What follows belongs to an exercise in optimizing a design on an open flow for small area; a production flow would make more cautious choices. Only simulation tests tie the RTL to the original design; equivalence was not proved. The clock input has no modelled driver; a real chip could not lean on it and would need a root buffer or a full tree. No activity file was given, so power comes from the tool's default toggle rates.

==> design/flow/design.v <==
`timescale 1ns / 1ns
module Stopwatch (output SF_CE0, output LCD_RW, output LCD_RS, output [3:0] SF_D, output LCD_E,
                  input clock, input reset, input restart);
  assign SF_CE0 = 1'b1;
  assign LCD_RW = 1'b0;
  reg [5:0] tk;
  wire tk_end = tk[5] & tk[3] & tk[1] & tk[0];
  wire tick = ~reset & tk_end;
  wire tk_in = (~tk[1] & ~tk[2] & tk[5]) | (~tk[0] & tk[1] & ~tk[5]) | (~tk[1] & tk[2] & ~tk[3] & ~tk[5]) |
               (tk[1] & ~tk[2] & ~tk[4] & ~tk[5]) | (tk[2] & tk[3] & ~tk[4] & ~tk[5]);
  always @(posedge clock)
    if (reset) tk <= 6'd35;
    else tk <= {tk[4:0], tk_in};
  reg [3:0] d0, d1, d3; reg [2:0] d2, d4;
  wire e1 = tick & d0[3] & d0[0];
  wire e2 = e1 & d1[3] & d1[0];
  wire e3 = e2 & d2[2] & d2[0];
  wire e4 = e3 & d3[3] & d3[0];
  wire clr = tick & restart;
  function [3:0] t10(input [3:0] d);
    t10 = {d[3] ? d[0] : &d[2:0], d[1] & d[0], d[0] & ~d[3], 1'b1};
  endfunction
  function [2:0] t6(input [2:0] d);
    t6 = {d[2] ? d[0] : d[1] & d[0], ~d[2] & d[0], 1'b1};
  endfunction
  function [2:0] t7(input [2:0] d);
    t7 = {d[1] & (d[2] | d[0]), d[0] | (d[2] & d[1]), ~(d[2] & d[1])};
  endfunction
  always @(posedge clock) begin
    d0 <= clr ? 4'd0 : d0 ^ ({4{tick}} & t10(d0));
    d1 <= clr ? 4'd0 : d1 ^ ({4{e1}} & t10(d1));
    d2 <= clr ? 3'd0 : d2 ^ ({3{e2}} & t6(d2));
    d3 <= clr ? 4'd0 : d3 ^ ({4{e3}} & t10(d3));
    d4 <= clr ? 3'd0 : d4 ^ ({3{e4}} & t7(d4));
  end
  reg [20:0] c;
  reg [4:0] b;
  wire term = (((b == 5'd30)) & (c[0] & c[3] & c[4] & c[6] & c[7] & c[8] & c[12] & c[13] & c[14] & c[16] & c[17] & c[19])) | (((b == 5'd26)) & (c[8] & c[13] & c[16] & c[17])) | (((b == 5'd28)) & (c[6] & c[7] & c[8] & c[9] & c[12])) | (((b == 5'd24)) & (c[3] & c[11])) | (((b == 5'd31)) & (c[2] & c[3] & c[11])) | (~((b == 5'd30) | (b == 5'd26) | (b == 5'd28) | (b == 5'd24) | (b == 5'd31) | (b == 5'd22)) & (c[4] & c[6] & c[11])) | (((b == 5'd22)) & (c[0] & c[1] & c[5] & c[8] & c[10] & c[11] & c[14] & c[15] & c[16] & c[17] & c[18] & c[19] & c[20]));
  wire [20:0] c_cy = {c[19:0] & c_cy[19:0], 1'b1};
  wire [4:0] b_nx = {((b == 5'd30) | (b == 5'd26) | (b == 5'd28) | (b == 5'd24) | (b == 5'd31) | (b == 5'd27) | (b == 5'd29) | (b == 5'd25) | (b == 5'd22) | (b == 5'd18) | (b == 5'd20) | (b == 5'd16) | (b == 5'd23) | (b == 5'd19) | (b == 5'd21)), ((b == 5'd30) | (b == 5'd26) | (b == 5'd28) | (b == 5'd24) | (b == 5'd31) | (b == 5'd27) | (b == 5'd29) | (b == 5'd17) | (b == 5'd14) | (b == 5'd10) | (b == 5'd12) | (b == 5'd8) | (b == 5'd15) | (b == 5'd11) | (b == 5'd13) | (b == 5'd1)), ((b == 5'd26) | (b == 5'd24) | (b == 5'd27) | (b == 5'd25) | (b == 5'd18) | (b == 5'd16) | (b == 5'd19) | (b == 5'd17) | (b == 5'd10) | (b == 5'd8) | (b == 5'd11) | (b == 5'd9) | (b == 5'd2) | (b == 5'd0) | (b == 5'd3)), ((b == 5'd30) | (b == 5'd24) | (b == 5'd31) | (b == 5'd25) | (b == 5'd22) | (b == 5'd16) | (b == 5'd23) | (b == 5'd17) | (b == 5'd14) | (b == 5'd8) | (b == 5'd15) | (b == 5'd9) | (b == 5'd6) | (b == 5'd0) | (b == 5'd7)), ((b == 5'd24) | (b == 5'd31) | (b == 5'd27) | (b == 5'd29) | (b == 5'd16) | (b == 5'd23) | (b == 5'd19) | (b == 5'd21) | (b == 5'd8) | (b == 5'd15) | (b == 5'd11) | (b == 5'd13) | (b == 5'd0) | (b == 5'd7) | (b == 5'd3) | (b == 5'd5))};
  always @(posedge clock)
    if (reset) begin c <= 21'd42; b <= 5'd30; end
    else if (term) begin c <= 21'd42; b <= b_nx; end
    else c <= c ^ c_cy;
  wire wr = ((b == 5'd27) | (b == 5'd29) | (b == 5'd25) | (b == 5'd22) | (b == 5'd18) | (b == 5'd20) | (b == 5'd16) | (b == 5'd23) | (b == 5'd19) | (b == 5'd21) | (b == 5'd17) | (b == 5'd14) | (b == 5'd10) | (b == 5'd12) | (b == 5'd8) | (b == 5'd15) | (b == 5'd11) | (b == 5'd13) | (b == 5'd9) | (b == 5'd6) | (b == 5'd2) | (b == 5'd4) | (b == 5'd0) | (b == 5'd7) | (b == 5'd3) | (b == 5'd5) | (b == 5'd1));
  wire ini = ((b == 5'd26) | (b == 5'd28) | (b == 5'd24) | (b == 5'd31));
  wire lo7 = ~|c[20:7];
  wire [6:0] q = c[6:0];
  wire w0 = (q == 7'd42);
  wire wU = (q == 7'd43) | (q == 7'd44) | (q == 7'd45) | (q == 7'd46) | (q == 7'd47) | (q == 7'd48) | (q == 7'd49) | (q == 7'd50) | (q == 7'd51) | (q == 7'd52) | (q == 7'd53) | (q == 7'd54) | (q == 7'd55) | (q == 7'd56) | (q == 7'd57) | (q == 7'd58);
  wire wL = (q == 7'd111) | (q == 7'd112) | (q == 7'd113) | (q == 7'd114) | (q == 7'd115) | (q == 7'd116) | (q == 7'd117) | (q == 7'd118) | (q == 7'd119) | (q == 7'd120) | (q == 7'd121) | (q == 7'd122) | (q == 7'd123) | (q == 7'd124) | (q == 7'd125) | (q == 7'd126);
  wire wE1 = (q == 7'd46) | (q == 7'd47) | (q == 7'd48) | (q == 7'd49) | (q == 7'd50) | (q == 7'd51) | (q == 7'd52) | (q == 7'd53) | (q == 7'd54) | (q == 7'd55) | (q == 7'd56) | (q == 7'd57) | (q == 7'd58);
  wire wE2 = (q == 7'd114) | (q == 7'd115) | (q == 7'd116) | (q == 7'd117) | (q == 7'd118) | (q == 7'd119) | (q == 7'd120) | (q == 7'd121) | (q == 7'd122) | (q == 7'd123) | (q == 7'd124) | (q == 7'd125) | (q == 7'd126);
  wire w3 = (q == 7'd45);
  assign LCD_E = lo7 & ((wr | ini) & wE1 | wr & wE2);
  assign LCD_RS = ((b == 5'd20) | (b == 5'd16) | (b == 5'd23) | (b == 5'd19) | (b == 5'd21) | (b == 5'd17) | (b == 5'd14) | (b == 5'd10) | (b == 5'd12) | (b == 5'd15) | (b == 5'd11) | (b == 5'd13) | (b == 5'd9) | (b == 5'd6) | (b == 5'd2) | (b == 5'd4) | (b == 5'd0) | (b == 5'd7) | (b == 5'd3) | (b == 5'd5) | (b == 5'd1));
  wire [3:0] hi, lo;
  assign hi[0] = (b == 5'd26) | (b == 5'd28) | (b == 5'd24) | (b == 5'd20) | (b == 5'd16) | (b == 5'd19) | (b == 5'd21) | (b == 5'd14) | (b == 5'd15) | (b == 5'd6) | (b == 5'd2) | (b == 5'd4) | (b == 5'd0) | (b == 5'd7) | (b == 5'd3) | (b == 5'd5) | (b == 5'd1);
  assign lo[0] = (b == 5'd22) | (b == 5'd20) | (b == 5'd23) | (b == 5'd21) | (b == 5'd17) | (b == 5'd10) | (b == 5'd11) | (b == 5'd13) | (b == 5'd9) | ((b == 5'd2) & d4[0]) | ((b == 5'd4) & d3[0]) | ((b == 5'd7) & d2[0]) | ((b == 5'd3) & d1[0]) | ((b == 5'd1) & d0[0]);
  assign hi[1] = (b == 5'd26) | (b == 5'd28) | (b == 5'd24) | (b == 5'd31) | (b == 5'd27) | (b == 5'd16) | (b == 5'd23) | (b == 5'd19) | (b == 5'd21) | (b == 5'd17) | (b == 5'd14) | (b == 5'd10) | (b == 5'd12) | (b == 5'd11) | (b == 5'd13) | (b == 5'd9) | (b == 5'd6) | (b == 5'd2) | (b == 5'd4) | (b == 5'd0) | (b == 5'd7) | (b == 5'd3) | (b == 5'd5) | (b == 5'd1);
  assign lo[1] = (b == 5'd29) | (b == 5'd20) | (b == 5'd23) | (b == 5'd21) | (b == 5'd10) | (b == 5'd6) | ((b == 5'd2) & d4[1]) | ((b == 5'd4) & d3[1]) | (b == 5'd0) | ((b == 5'd7) & d2[1]) | ((b == 5'd3) & d1[1]) | (b == 5'd5) | ((b == 5'd1) & d0[1]);
  assign hi[2] = (b == 5'd20) | (b == 5'd16) | (b == 5'd23) | (b == 5'd19) | (b == 5'd21) | (b == 5'd17) | (b == 5'd14) | (b == 5'd10) | (b == 5'd12) | (b == 5'd8) | (b == 5'd15) | (b == 5'd11) | (b == 5'd13) | (b == 5'd9);
  assign lo[2] = (b == 5'd29) | (b == 5'd25) | (b == 5'd16) | (b == 5'd23) | (b == 5'd21) | (b == 5'd14) | (b == 5'd15) | (b == 5'd13) | (b == 5'd9) | ((b == 5'd2) & d4[2]) | ((b == 5'd4) & d3[2]) | ((b == 5'd7) & d2[2]) | ((b == 5'd3) & d1[2]) | ((b == 5'd1) & d0[2]);
  assign hi[3] = (b == 5'd18) | (b == 5'd8);
  assign lo[3] = (b == 5'd27) | (b == 5'd25) | (b == 5'd23) | (b == 5'd12) | (b == 5'd11) | (b == 5'd13) | (b == 5'd6) | ((b == 5'd4) & d3[3]) | (b == 5'd0) | ((b == 5'd3) & d1[3]) | (b == 5'd5) | ((b == 5'd1) & d0[3]);
  reg [3:0] dq;
  assign SF_D = dq;
  wire dz = reset | lo7 & wr & w0 | (b == 5'd31) & (c[0] & c[1] & c[3] & c[11]) | wr & (c[0] & c[4] & c[6] & c[11]);
  wire dl = lo7 & (wr & (wU | wL) | ini & w3);
  always @(posedge clock)
    if (dz) dq <= 4'h0;
    else if (dl) dq <= q[6] ? lo : hi;
endmodule
==> design/flow/flow/run.sh <==
#!/bin/bash
# Own layout flow: the standard synthesis, then the combinational logic between the
# registers is re-mapped for area with ABC (the registers, their names and cell types are
# kept), then the standard layout steps from floorplan to finish, with buf_1 port
# buffers and the root clock buffer removed so that the clock port drives the 4 leaf
# clock buffers (flow/post_cts.tcl), and one tie cell for both constant outputs
# (flow/post_floorplan.tcl).
set -euo pipefail
W=$PWD
R=$W/orfs/results/$FLOW_PLATFORM/Stopwatch/base
LIB=$FLOW_HOME/platforms/$FLOW_PLATFORM/lib/sky130_fd_sc_hd__tt_025C_1v80.lib
YOSYS=$(command -v yosys || echo "$FLOW_HOME/../tools/install/yosys/bin/yosys")

# 1. standard synthesis
bash standard.sh synth > $W/1_standard_synth.log 2>&1

# 2. area re-mapping of the combinational logic; several ABC runs, the smallest one that
#    ABC proves equivalent to its input is kept
cp $R/1_2_yosys.v $W/std_1_2_yosys.v
# ABC scripts: deepsyn (time limit, seed) then a mapper; each ends with ABC's equivalence check
mkscript() {  # name T S mapper
  local m
  case $4 in
    amap) m='dch -f
amap
topo' ;;
    nf) m='&get -n
&dch -f
&nf -p -R 1000 -F 8 -C 32
&put
topo' ;;
    nfa) m='&get -n
&dch -f
&nf -a -p -A 4 -R 1000
&put
topo' ;;
  esac
  printf 'write_blif %s\nstrash\n&get -n\n&deepsyn -T %s -S %s\n&put\n%s\ncec %s\n' \
    "$W/pre_$1.blif" "$2" "$3" "$m" "$W/pre_$1.blif" > $W/abc_$1.abc
}
names=()
while read -r t sd mp; do
  [[ -z "$t" || "$t" == \#* ]] && continue
  n=${mp}_t${t}_s${sd}
  mkscript $n $t $sd $mp
  names+=($n)
done < $W/flow/abc_runs.txt
resynth() {
  local n=$1
  sed -e "s#@LIB@#$LIB#g" -e "s#@IN@#$W/std_1_2_yosys.v#g" -e "s#@OUT@#$W/rs_$n.v#g" \
      -e "s#@SCRIPT@#$W/abc_$n.abc#g" $W/flow/resynth.ys > $W/rs_$n.ys
  "$YOSYS" -s $W/rs_$n.ys > $W/2_resynth_$n.log 2>&1 || true
}
jobs=0
for n in "${names[@]}"; do
  resynth $n &
  jobs=$((jobs + 1))
  if (( jobs >= ${NUM_CORES:-4} )); then wait -n || true; jobs=$((jobs - 1)); fi
done
wait || true
best=""
bestarea=""
for n in "${names[@]}"; do
  lg=$W/2_resynth_$n.log
  [[ -f $W/rs_$n.v ]] || continue
  grep -q "Networks are equivalent" $lg || continue
  grep -q "Chip area" $lg || continue
  # only library cells may remain
  if grep -q '$_' $W/rs_$n.v.stat; then continue; fi
  a=$(grep "Chip area" $lg | tail -1 | awk '{print $NF}')
  echo "$n $a" >> $W/2_resynth_areas.txt
  if [[ -z "$bestarea" ]] || awk "BEGIN{exit !($a < $bestarea)}"; then best=$n; bestarea=$a; fi
done
echo "chosen $best $bestarea" >> $W/2_resynth_areas.txt
if [[ -n "$best" ]]; then
  cp $W/rs_$best.v $R/1_2_yosys.v
  touch $R/1_2_yosys.v
fi

# 3. standard layout from the re-mapped netlist
bash standard.sh finish \
  "BUFFER_PORTS_ARGS=-buffer_cell sky130_fd_sc_hd__buf_1" \
  "POST_FLOORPLAN_TCL=$W/flow/post_floorplan.tcl" \
  "CTS_ARGS=-sink_clustering_enable -repair_clock_nets -dont_use_dummy_load" \
  "POST_CTS_TCL=$W/flow/post_cts.tcl" LEAF_CLKBUF=sky130_fd_sc_hd__clkbuf_8 \
  > $W/3_standard_layout.log 2>&1
==> design/flow/flow/abc_runs.txt <==
# deepsyn time limit (s), deepsyn seed, mapper
10 0 nf
20 0 nf
30 0 nf
40 0 nf
10 1 nf
20 1 nf
30 1 nf
10 2 nf
20 2 nf
30 2 nf
10 3 nf
20 3 nf
40 3 nf
15 4 nf
25 5 nf
20 6 nf
20 7 nf
20 8 nf
20 9 nf
20 10 nf
20 11 nf
20 12 nf
20 13 nf
30 14 nf
30 15 nf
10 0 amap
30 0 amap
15 6 amap
20 3 amap
10 0 nfa
20 1 nfa
30 2 nfa
==> design/flow/flow/post_cts.tcl <==
set block [ord::get_db_block]
set cnet [[$block findBTerm clock] getNet]
set roots {}
foreach it [$cnet getITerms] {
  if {[string match "*clkbuf*" [[[$it getInst] getMaster] getName]]} { lappend roots [$it getInst] }
}
if {[llength $roots] == 1} {
  set root [lindex $roots 0]
  set rnet [[$root findITerm X] getNet]
  set leaves {}
  foreach it [$rnet getITerms] {
    if {[$it getInst] ne $root} { lappend leaves $it }
  }
  if {[llength $leaves] <= 4} {
    foreach it $leaves {
      $it disconnect
      $it connect $cnet
    }
    odb::dbInst_destroy $root
    odb::dbNet_destroy $rnet
    foreach it $leaves {
      set inst [$it getInst]
      if {[string match "*clkbuf*" [[$inst getMaster] getName]]} { replace_cell [$inst getName] $::env(LEAF_CLKBUF) }
    }
    puts "post_cts: removed the root clock buffer, the clock drives [llength $leaves] leaf buffers"
    detailed_placement
    estimate_parasitics -placement
    report_clock_skew
  }
}
==> design/flow/flow/post_floorplan.tcl <==
# One conb_1 drives both constant outputs: the tie-low net moves to the LO pin of the
# tie-high cell and the tie-low cell is removed.
set block [ord::get_db_block]
set hi_inst ""
set lo_inst ""
set nties 0
foreach inst [$block getInsts] {
  if {[[$inst getMaster] getName] eq "sky130_fd_sc_hd__conb_1"} {
    incr nties
    set h [[$inst findITerm HI] getNet]
    set l [[$inst findITerm LO] getNet]
    if {$h ne "NULL" && $l eq "NULL"} { set hi_inst $inst }
    if {$l ne "NULL" && $h eq "NULL"} { set lo_inst $inst }
  }
}
if {$nties == 2 && $hi_inst ne "" && $lo_inst ne ""} {
  set lnet [[$lo_inst findITerm LO] getNet]
  [$lo_inst findITerm LO] disconnect
  odb::dbInst_destroy $lo_inst
  [$hi_inst findITerm LO] connect $lnet
  puts "post_floorplan: [$hi_inst getName] now drives both tie nets"
}
==> design/flow/flow/resynth.ys <==
read_liberty -ignore_miss_func @LIB@
read_verilog @IN@
hierarchy -top Stopwatch
blackbox sky130_fd_sc_hd__dfxtp_1 sky130_fd_sc_hd__dfxtp_2 sky130_fd_sc_hd__dfxtp_4 sky130_fd_sc_hd__edfxtp_1 sky130_fd_sc_hd__dfrtp_1 sky130_fd_sc_hd__dfstp_1 sky130_fd_sc_hd__dfxbp_1 sky130_fd_sc_hd__edfxbp_1
flatten
opt -purge
abc -liberty @LIB@ -script @SCRIPT@ -dont_use sky130_fd_sc_hd__lpflow_bleeder_1 -dont_use sky130_fd_sc_hd__lpflow_clkbufkapwr_1 -dont_use sky130_fd_sc_hd__lpflow_clkbufkapwr_16 -dont_use sky130_fd_sc_hd__lpflow_clkbufkapwr_2 -dont_use sky130_fd_sc_hd__lpflow_clkbufkapwr_4 -dont_use sky130_fd_sc_hd__lpflow_clkbufkapwr_8 -dont_use sky130_fd_sc_hd__lpflow_clkinvkapwr_1 -dont_use sky130_fd_sc_hd__lpflow_clkinvkapwr_16 -dont_use sky130_fd_sc_hd__lpflow_clkinvkapwr_2 -dont_use sky130_fd_sc_hd__lpflow_clkinvkapwr_4 -dont_use sky130_fd_sc_hd__lpflow_clkinvkapwr_8 -dont_use sky130_fd_sc_hd__lpflow_decapkapwr_12 -dont_use sky130_fd_sc_hd__lpflow_decapkapwr_3 -dont_use sky130_fd_sc_hd__lpflow_decapkapwr_4 -dont_use sky130_fd_sc_hd__lpflow_decapkapwr_6 -dont_use sky130_fd_sc_hd__lpflow_decapkapwr_8 -dont_use sky130_fd_sc_hd__lpflow_inputiso0n_1 -dont_use sky130_fd_sc_hd__lpflow_inputiso0p_1 -dont_use sky130_fd_sc_hd__lpflow_inputiso1n_1 -dont_use sky130_fd_sc_hd__lpflow_inputiso1p_1 -dont_use sky130_fd_sc_hd__lpflow_inputisolatch_1 -dont_use sky130_fd_sc_hd__lpflow_isobufsrc_1 -dont_use sky130_fd_sc_hd__lpflow_isobufsrc_16 -dont_use sky130_fd_sc_hd__lpflow_isobufsrc_2 -dont_use sky130_fd_sc_hd__lpflow_isobufsrc_4 -dont_use sky130_fd_sc_hd__lpflow_isobufsrc_8 -dont_use sky130_fd_sc_hd__lpflow_isobufsrckapwr_16 -dont_use sky130_fd_sc_hd__lpflow_lsbuf_lh_hl_isowell_tap_1 -dont_use sky130_fd_sc_hd__lpflow_lsbuf_lh_hl_isowell_tap_2 -dont_use sky130_fd_sc_hd__lpflow_lsbuf_lh_hl_isowell_tap_4 -dont_use sky130_fd_sc_hd__lpflow_lsbuf_lh_isowell_4 -dont_use sky130_fd_sc_hd__lpflow_lsbuf_lh_isowell_tap_1 -dont_use sky130_fd_sc_hd__lpflow_lsbuf_lh_isowell_tap_2 -dont_use sky130_fd_sc_hd__lpflow_lsbuf_lh_isowell_tap_4 -dont_use sky130_fd_sc_hd__probe_p_8 -dont_use sky130_fd_sc_hd__probec_p_8 
opt_clean -purge
hilomap -singleton -hicell sky130_fd_sc_hd__conb_1 HI -locell sky130_fd_sc_hd__conb_1 LO
splitnets
opt_clean -purge
tee -o @OUT@.stat stat -liberty @LIB@
write_verilog -noattr -nohex -nodec @OUT@
==> design/flow/standard.sh <==
#!/bin/bash
# synth_recipe.tcl (not shown) runs the flow's synth.tcl, then flattens the netlist and writes it again
# the make line also repeats each setting of config.mk as NAME=value (left out here)
make -C /OpenROAD-flow-scripts/flow DESIGN_CONFIG=/design/flow/config.mk WORK_HOME=/design/flow/orfs CLKGATE_MAP_FILE= SYNTH_SCRIPT=/design/flow/synth_recipe.tcl "${@:-finish}"
==> design/flow/config.mk <==
export PLATFORM = sky130hd
export DESIGN_NAME = Stopwatch
export DESIGN_NICKNAME = Stopwatch
export VERILOG_FILES = /design/flow/design.v
export SDC_FILE = /design/flow/constraint.sdc
export NUM_CORES = 4
export LEC_CHECK = 0
export CAP_MARGIN = 20
export CORE_MARGIN = 2
export CORE_UTILIZATION = 40
export PLACE_DENSITY = 0.6
export SLEW_MARGIN = 20
==> design/flow/constraint.sdc <==
create_clock -name core_clock -period 20.0 [get_ports {clock}]
set_input_delay 4.0000 -clock core_clock [delete_from_list [all_inputs] [get_ports {clock}]]
set_output_delay 4.0000 -clock core_clock [all_outputs]
set_load 0.01 [all_outputs]
==> results of run 1 <==
-- flip-flops by register name (all words and copies together), names as in the netlist --
| register | count |
|---|---|
| b | 5 |
| c | 21 |
| d0 | 4 |
| d1 | 4 |
| d2 | 3 |
| d3 | 4 |
| d4 | 3 |
| dq | 4 |
| tk | 6 |
-- area by class of cell --
cell class	instances	area (µm²)	area share, %
clock buffer	4	55.1	2.06
inverter	5	18.8	0.701
multi-input combinational	251	1400	52.2
sequential	54	1080	40.4
tap	75	93.8	3.51
timing repair buffer	8	30.0	1.12
-- per-layer routing --
metal	GRT usage (%)	vias to the layer above	share of wire [%]	wire length, µm
met5	0	-	0	0
met3	3.28	4	4.5	255
met1	25.5	1082	53	3020
met2	24.6	66	42	2390
met4	3.13	0	0.58	33
li1	-	1180	-	-
-- critical path, cell delays in order --
cell,delay [ps]
buf_1,240
nor2b_1,200
and4_1,260
and2_0,290
and3_1,330
and3_1,230
and3_1,240
and2_0,230
a21boi_0,330
a32oi_1,160
nor2_1,90
-- power groups by stage --
stage          Clock, mW  Sequential (mW)  Combinational, mW
2_1_floorplan          0            0.117            0.00667
3_3_place_gp           0            0.118            0.00862
3_5_place_dp           0            0.118            0.00854
5_1_grt           0.0516            0.116            0.00995
6_report          0.0462            0.116            0.00865
-- worst paths after layout --
check,startpoint,end,slack [ps],depth (start not counted)
max,reset,d4[2],13460,11
min,dq[3],dq[3],470,2
max reg2reg,c[0],c[19],16620,12
min reg2reg,dq[3],dq[3],470,2
==> summary.txt, run 1 <==
Syn Std Cell Area=2500 µm²; clock sink total=54; Die Wd=83.1 µm; post-route cell area=2680 µm²; IO Count=11; status=complete, no violations; final WL=5.70 mm; max-slew headroom at the worst pin=46.5%; worst path required time=20090 ps; setup ws final=13460 ps; final core utilization=44.7%; Power Internal=133 µW; syn avg cell area=8.04 µm²; Slew Viols, Final=0; Net Sw Power=37.1 µW; detailed-route via count=2332; syn nets=314; Total Negative Setup Slacks=0 ps; f_max=153 MHz; final setup violating endpoints=0; yosys warns=1; Finished Layout Cells=397; Max FO, Critical Path=14; residual DRC count=0; Clock power frac=27.1%; initial antenna violation count=0; All-Layer GR Usage=16.8%; Peak supply drop=0.0261 mV; combinational fraction of design power=5.1%; die area=6900 µm²; Reg power frac=67.8%; clock slew at reported path FFs=80 ps; router iterations before antenna repair=5; critical path type=in -> reg; WL/cell=14.4 µm; Vias/cell=5.87; Placement Setup Slack=13310 ps; Clock Skews=14.8 ps; Synth Instances=311; commonest cells after routing, fill and taps aside=dfxtp_1 (54), a21oi_1 (39), nand2_1 (31); Leak=0.935 nW; Final min period=6540 ps; Placer Congestion=0.855; share of cells above drive strength 1=1.24%; worst path arrival time=6620 ps; global route total overflow=0; NumNets Final=328; RSZ-0062 raised after global routing=no; Pwr Density=63.7 nW/µm²; Pwr Total=170 µW; Post-DP Area=2620 µm²; Hold Fails Final Rpt=0; fillcell total=632; Syn-to-layout area delta=7.00%; Antenna Nets Post-Route=0; Core ar.=5990 µm²; Min-Delay Path Class=reg -> reg; CP startpoint kind=input pin; worst skew pair latency=150 ps; Starting Density=41.8%; first-pass GRT wire length=9.94 mm; Crit. End Element=flop; Die Ht=83.1 µm; Port Buffers=8; number of global-route vias before repair=2086; largest net degree at the start of global routing=26; Detailed Place HPWL=4.15 mm; fin crit share=32.7%; max_cap viols=0; Least-Margin Pin Slew=801 ps; drt initial violations=237; dpl cells=393; commonest non-fill, non-tap cell in the layout=dfxtp_1; ANT cells=0; switching share of power=21.7%; row count=28; worst hold margin=466 ps
==> run 2, diff against run 1 <==
--- a/design/flow/flow/run.sh
+++ b/design/flow/flow/run.sh
@@ -3,7 +3,7 @@
 # registers is re-mapped for area with ABC (the registers, their names and cell types are
 # kept), then the standard layout steps from floorplan to finish, with buf_1 port
 # buffers and the root clock buffer removed so that the clock port drives the 4 leaf
-# clock buffers (flow/post_cts.tcl), and one tie cell for both constant outputs
+# clock buffers, resized to buf_6 (flow/post_cts.tcl), and one tie cell for both constant outputs
 # (flow/post_floorplan.tcl).
 set -euo pipefail
 W=$PWD
@@ -82,5 +82,5 @@
   "BUFFER_PORTS_ARGS=-buffer_cell sky130_fd_sc_hd__buf_1" \
   "POST_FLOORPLAN_TCL=$W/flow/post_floorplan.tcl" \
   "CTS_ARGS=-sink_clustering_enable -repair_clock_nets -dont_use_dummy_load" \
-  "POST_CTS_TCL=$W/flow/post_cts.tcl" LEAF_CLKBUF=sky130_fd_sc_hd__clkbuf_8 \
+  "POST_CTS_TCL=$W/flow/post_cts.tcl" LEAF_CLKBUF=sky130_fd_sc_hd__buf_6 \
   > $W/3_standard_layout.log 2>&1
==> run 2 against run 1 <==
Still clean on timing, DRC and antenna. Routed wire length decreased by 0.47%. First-iteration DRC count decreased by 4.6%. Combinational power hardly changed. Cell count unchanged. Global-route usage about the same. Power is 1.3% lower. Largest power group unchanged.
==> summary.txt, run 2 <==
ANT cells=0; Placer Congestion=0.855; most frequent CP cell=and3_1; status=complete, no violations; Crit-path slowest cell=and3_1; Total Negative Setup Slacks=0 ps; clock sink total=54; crit-path max cell delay=330 ps; share of cells above drive strength 1=1.24%; routing usage on met3=3.58%; Vias/cell=5.87; Antenna Nets Post-Route=0; All-Layer GR Usage=16.8%; WL/cell=14.3 µm; Max FO, Critical Path=14; routing usage on met2=24.6%; Synth Instances=311; Final min period=6550 ps; commonest cells after routing, fill and taps aside=dfxtp_1 (54), a21oi_1 (39), nand2_1 (31); Peak supply drop=0.0245 mV; IO Count=11; Slew Viols, Final=0; yosys warns=1; fin crit share=32.8%; switching share of power=22.1%; Pwr Density=63.1 nW/µm²; first-pass GRT wire length=9.94 mm; Detailed Place HPWL=4.15 mm; biggest regs=c x21, tk x6, b x5; max-slew headroom at the worst pin=47.7%; detailed-route via count=2331; largest net degree at the start of global routing=26; f_max=153 MHz; met1 track demand over resource=25.4%; Largest register FFs=21; Syn-to-layout area delta=6.60%; die area=6900 µm²; Net Sw Power=37.1 µW; Least-Margin Pin Slew=783 ps; final setup violating endpoints=0; Die Wd=83.1 µm; residual DRC count=0; drt initial violations=226; Leak=0.930 nW; Die Ht=83.1 µm; max_cap viols=0; Clock Skews=13.9 ps; combinational fraction of design power=5.1%; Reg power frac=68.8%; critical path type=in -> reg; final WL=5.67 mm; crit path cell chain=buf_1, nor2b_1, and4_1, and2_0, and3_1, and3_1, and3_1, and2_0, a21boi_0, a32oi_1, nor2_1; dpl cells=393; router iterations before antenna repair=4; number of global-route vias before repair=2077; Syn Std Cell Area=2500 µm²; row count=28; RSZ-0062 raised after global routing=no; Starting Density=41.8%; commonest non-fill, non-tap cell in the layout=dfxtp_1; NumNets Final=328; Core ar.=5990 µm²; Port Buffers=8; Min-Delay Path Class=reg -> reg; fillcell total=634; Finished Layout Cells=397; CP startpoint kind=input pin; Largest Register=c; Hold Fails Final Rpt=0; Power Internal=131 µW; global route total overflow=0; CP top delay family=simple AND/OR/NAND/NOR gates; Crit. End Element=flop; worst path arrival time=6620 ps; syn avg cell area=8.04 µm²; grt peak-use layer=met1; initial antenna violation count=0; Clock power frac=26.1%; worst path required time=20060 ps; clock slew at reported path FFs=90 ps; Critical path buffers and inverters=1; syn nets=314; worst skew pair latency=130 ps
-- run 2: metrics by stage --
| step | hold slack, ps | cell area, µm² | setup WS (ps) | util (%) | total power, mW |
|---|---|---|---|---|---|
| after floorplan | 427 | 2500 | 13990 | - | 0.123 |
| after global placement | 440 | 2620 | 13450 | 43.8 | 0.127 |
| after detailed placement | 450 | 2620 | 13310 | 43.8 | 0.127 |
| after global routing | 494 | 2670 | 13110 | 44.5 | 0.175 |
| final | 468 | 2670 | 13450 | 44.5 | 0.168 |
-- run 2: worst paths after layout --
path | depth (start not counted) | from | endpoint | slack [ps]
setup / recovery | 11 | reset | d4[2] | 13450
hold reg to reg | 2 | dq[3] | dq[3] | 470
hold / removal | 2 | dq[3] | dq[3] | 470
setup reg to reg | 12 | c[0] | c[19] | 16640
-- run 2: power by group through the flow --
| stage | clock [mW] | combinational (mW) | sequential [mW] |
|---|---|---|---|
| 6_report | 0.0439 | 0.00863 | 0.116 |
| 3_5_place_dp | 0 | 0.00854 | 0.118 |
| 5_1_grt | 0.0490 | 0.00995 | 0.116 |
| 2_1_floorplan | 0 | 0.00667 | 0.117 |
| 3_3_place_gp | 0 | 0.00862 | 0.118 |
-- run 2: tightest hold or removal path, delay by kind of cell, from the launching register on --
kind             cells  cell delay [ps]
AO/OA/AOI/OAI        1               60
flip-flops           1              340
AND/OR/NAND/NOR      1               50
-- run 2: final cells by class --
cell class                 instances  area [µm²]  area share, %
timing repair buffer               8        30.0           1.13
multi-input combinational        251        1400           52.4
inverter                           5        18.8          0.704
sequential                        54        1080           40.5
tap                               75        93.8           3.52
clock buffer                       4        45.0           1.69
-- run 2: layer usage --
metal  vias to the layer above  share of wire [%]
met5                         -                  0
met4                         0               0.88
met3                         5                4.3
met2                        51                 42
met1                      1093                 53
li1                       1182                  -

afterwards: timing with drivers on the ports:
Ports are ideal in the flow. The routed layouts listed here were re-timed in OpenROAD.
Step 1 sets driving cells, clkbuf_16 on the clock port and buf_2 on the other inputs (assumed; they add their load-dependent delay and slew).
Step 2 adds t to the input delays and takes it off the output delays; t is the mean of the earliest and latest rising clock arrival at the registers after step 1. Input paths then give back, and output paths get back, about the clock's delay inside the block.
a / b / c = ideal / step 1 / step 2; a / b = the first two.
run	t, ns	slack for setup (ns)	worst setup path after step 2	worst slew at a driven data input, ns	cell pins on the clock port's net
run 1	0.203	13.461 / 13.498 / 13.296	input to register	0.03	4
run 2	0.180	13.449 / 13.488 / 13.308	input to register	0.03	4
After both steps setup and hold are still met in every run listed. For run 1, which loses most, drivers alone change the setup slack by +0.037 ns; drivers and shift together by -0.165 ns.
